This is an optimization exercise on Yosys and OpenROAD, whose aim is small area, a short achievable clock period and few clock cycles per item, not a production implementation. Only simulation tests tie the RTL to the original design; equivalence was not proved. Power and IR drop assume default switching activity.

Setup of run A:
==> flow/design.v (excerpt) <==
module JAM (
    input CLK,
    input RST,
    output reg [2:0] W,
    output reg [2:0] J,
    input [6:0] Cost,
    output reg [3:0] MatchCount,
    output reg [9:0] MinCost,
    output reg Valid );
localparam [3:0] S_SCAN = 4'd0,   
                 S_WAIT = 4'd1,   
                 S_A0   = 4'd3,   
                 S_ADJ  = 4'd4,   
                 S_PRU  = 4'd5,   
                 S_DINI = 4'd6,   
                 S_DFS  = 4'd7,   
                 S_DONE = 4'd8;
localparam [1:0] T_NONE = 2'd0, T_SCAN = 2'd1, T_ADJ = 2'd2, T_A0 = 2'd3;
reg [3:0]  cs;
reg [1:0]  dcnt;
reg        fix;           
reg        wz;            
reg        adj_end;
reg        aug;           
reg [7:0]  wv   [0:7];    
reg [7:0]  mv   [0:7];    
reg [2:0]  way  [0:7];    
reg [2:0]  p    [0:7];    
reg [7:0]  mt;            
reg [7:0]  used;          
reg [2:0]  row;           
reg [3:0]  j0;            
reg [6:0]  dl;            
reg [9:0]  base;          
reg [7:0]  best;          
reg [2:0]  j1;            
reg [2:0]  jj;            
reg [1:0]  s1_tag;
reg [9:0]  s1_cb;         
reg [7:0]  s1_w;          
reg [7:0]  s1_corr;       
reg        s1_wb;
reg [2:0]  s1_col;
reg [1:0]  s2_tag;
reg [7:0]  s2_x;          
reg [7:0]  s2_m;
reg [2:0]  s2_col;
integer q;
function [3:0] next_free;
  input [7:0] u;
  input [3:0] from;
  integer n;
  begin
    next_free = 4'd8;
    for (n = 7; n >= 0; n = n - 1)
      if (!u[n] && n >= from) next_free = n;
  end
endfunction
function [2:0] lowest;
  input [7:0] m;
  integer n;
  begin
    lowest = 3'd0;
    for (n = 7; n >= 0; n = n - 1)
      if (m[n]) lowest = n;
  end
endfunction
function [3:0] nf_next;
  input [7:0] m;
  input [2:0] a;
  integer n;
  begin
  ...
Settings: LEC_CHECK=0, CAP_MARGIN=20, CORE_MARGIN=2, CORE_UTILIZATION=40, CTS_CLUSTER_DIAMETER=100, CTS_CLUSTER_SIZE=30, SLEW_MARGIN=20; clock period 4.0 ns.
run.sh (not shown) runs the stock make flow with config.mk's settings and CLKGATE_MAP_FILE= SYNTH_SCRIPT=/design/flow/synth_recipe.tcl, a recipe that flattens the netlist after the stock synthesis.
Testbench counts of run A, summed over its fixed seeds: cycles 4,571, tables 18.
The following lists how run B was set up differently from run A:
--- a/flow/design.v
+++ b/flow/design.v
@@ -14,13 +14,12 @@
                  S_PRU  = 4'd5,   
                  S_DINI = 4'd6,   
                  S_DFS  = 4'd7,   
                  S_DONE = 4'd8;
 localparam [1:0] T_NONE = 2'd0, T_SCAN = 2'd1, T_ADJ = 2'd2, T_A0 = 2'd3;
 reg [3:0]  cs;
-reg [1:0]  dcnt;
 reg        fix;           
 reg        wz;            
 reg        adj_end;
 reg        aug;           
 reg [7:0]  wv   [0:7];    
 reg [7:0]  mv   [0:7];    
@@ -181,13 +180,12 @@
 always @(posedge CLK) begin
   if (s1_tag != T_NONE && s1_wb) wv[s1_col] <= wnew;
 end
 always @(posedge CLK or posedge RST) begin
   if (RST) begin
     cs <= S_SCAN;
-    dcnt <= 2'd0;
     W <= 3'd0;
     J <= 3'd0;
     row <= 3'd0;
     j0 <= 4'd8;
     used <= 8'd0;
     mt <= 8'd0;
@@ -246,22 +244,20 @@
       end
     end
     case (cs)
       S_SCAN: begin
         s1_tag <= T_SCAN;
         if (nf_scan[3]) begin
-          dcnt <= 2'd0;
-          cs <= S_WAIT;
+                cs <= S_WAIT;
         end else
           J <= nf_scan[2:0];
       end
       S_WAIT: begin
-        dcnt <= dcnt + 2'd1;
-        if (dcnt == 2'd1 && adj_end)
+        if (s1_tag == T_NONE && adj_end)
           cs <= S_PRU;
-        else if (dcnt == 2'd1) begin
+        else if (s1_tag == T_NONE) begin
           best <= 8'hff;
           dl <= bestf[6:0];
           fix <= 1'b0;
           wz <= 1'b0;
           if (j0[3]) begin
             for (q = 0; q < 8; q = q + 1)
@@ -302,33 +298,35 @@
         J <= J + 3'd1;
         if (J == 3'd7) begin
           W <= W + 3'd1;
           fix <= 1'b0;
           if (W == 3'd7) begin
             adj_end <= 1'b1;
-            dcnt <= 2'd0;
-            cs <= S_WAIT;
+                    cs <= S_WAIT;
           end
         end
       end
       S_PRU: begin
         for (q = 0; q < 8; q = q + 1)
           mv[q] <= pru[q];
         mt <= outd;
         used <= ~outd;
-        if (!pchg) cs <= S_DINI;
+        if (!pchg) begin
+          MatchCount <= 4'd1;
+          if (outd == 8'd0) begin
+            Valid <= 1'b1;
+            cs <= S_DONE;
+          end else
+            cs <= S_DINI;
+        end
       end
       S_DINI: begin
         j1 <= nf_lo;
         best <= rrow & ~used;
-        MatchCount <= (mt == 8'd0) ? 4'd1 : 4'd0;
-        if (mt == 8'd0) begin
-          Valid <= 1'b1;
-          cs <= S_DONE;
-        end else
-          cs <= S_DFS;
+        MatchCount <= 4'd0;
+        cs <= S_DFS;
       end
       S_DFS: begin
         if (!lnext[3] && best != 8'd0) begin
           way[j1] <= dj;
           used <= dused_d;
           best <= rrow & ~dused_d;
Notes after the runs:
- Going from run A to run B, non-clock inverter count in the final layout grows by 2.0%.
- The worst hold slack in run B was lower than what run A gave.
- Portion of total power attributed to combinational logic for run B: 1.4 points up relative to run A
- On area of placed instances, run A tracks run B almost exactly.
- Against run A, run B comes in 0.47 points lower on share of flip-flops with an asynchronous set or reset.
- From run A to run B the numbers moved as follows: clock input transition at the sequential cells of the worst setup and hold paths now sits at about the same level; initial antenna violation count now sits at about the same level.
- Run B contains more vias than run A.
- Setup WNS run A -> run B: worse
- Cmp run A and run B / wire length of the first global-routing pass / higher: run A
- Delta (run B minus run A): wire length after detailed routing lost about 2.6%, flip-flop and latch count lost 2.
Testbench counts of run B, summed over its fixed seeds: cycles 4,558, tables 18.

-- static timing again, ports no longer ideal --
No port has a modelled driver above. Below, the same layouts with a new extraction and two added sets of constraints.
Step 1 assumes that a clkbuf_16 drives the clock port and a buf_2 every other input.
Step 2 also shifts input and output timing later by t, the mid clock arrival at the registers, as if the neighbouring blocks saw the same clock.
Three values: ideal, step 1, step 2; two values: the first two.
run | t (ns) | setup slack, ns | worst setup path at the end
run A | 0.636 | 0.213 / 0.213 / 0.213 | register to register
run B | 0.640 | 0.184 / 0.184 / 0.184 | register to register
After both steps setup and hold are still met in every run listed.
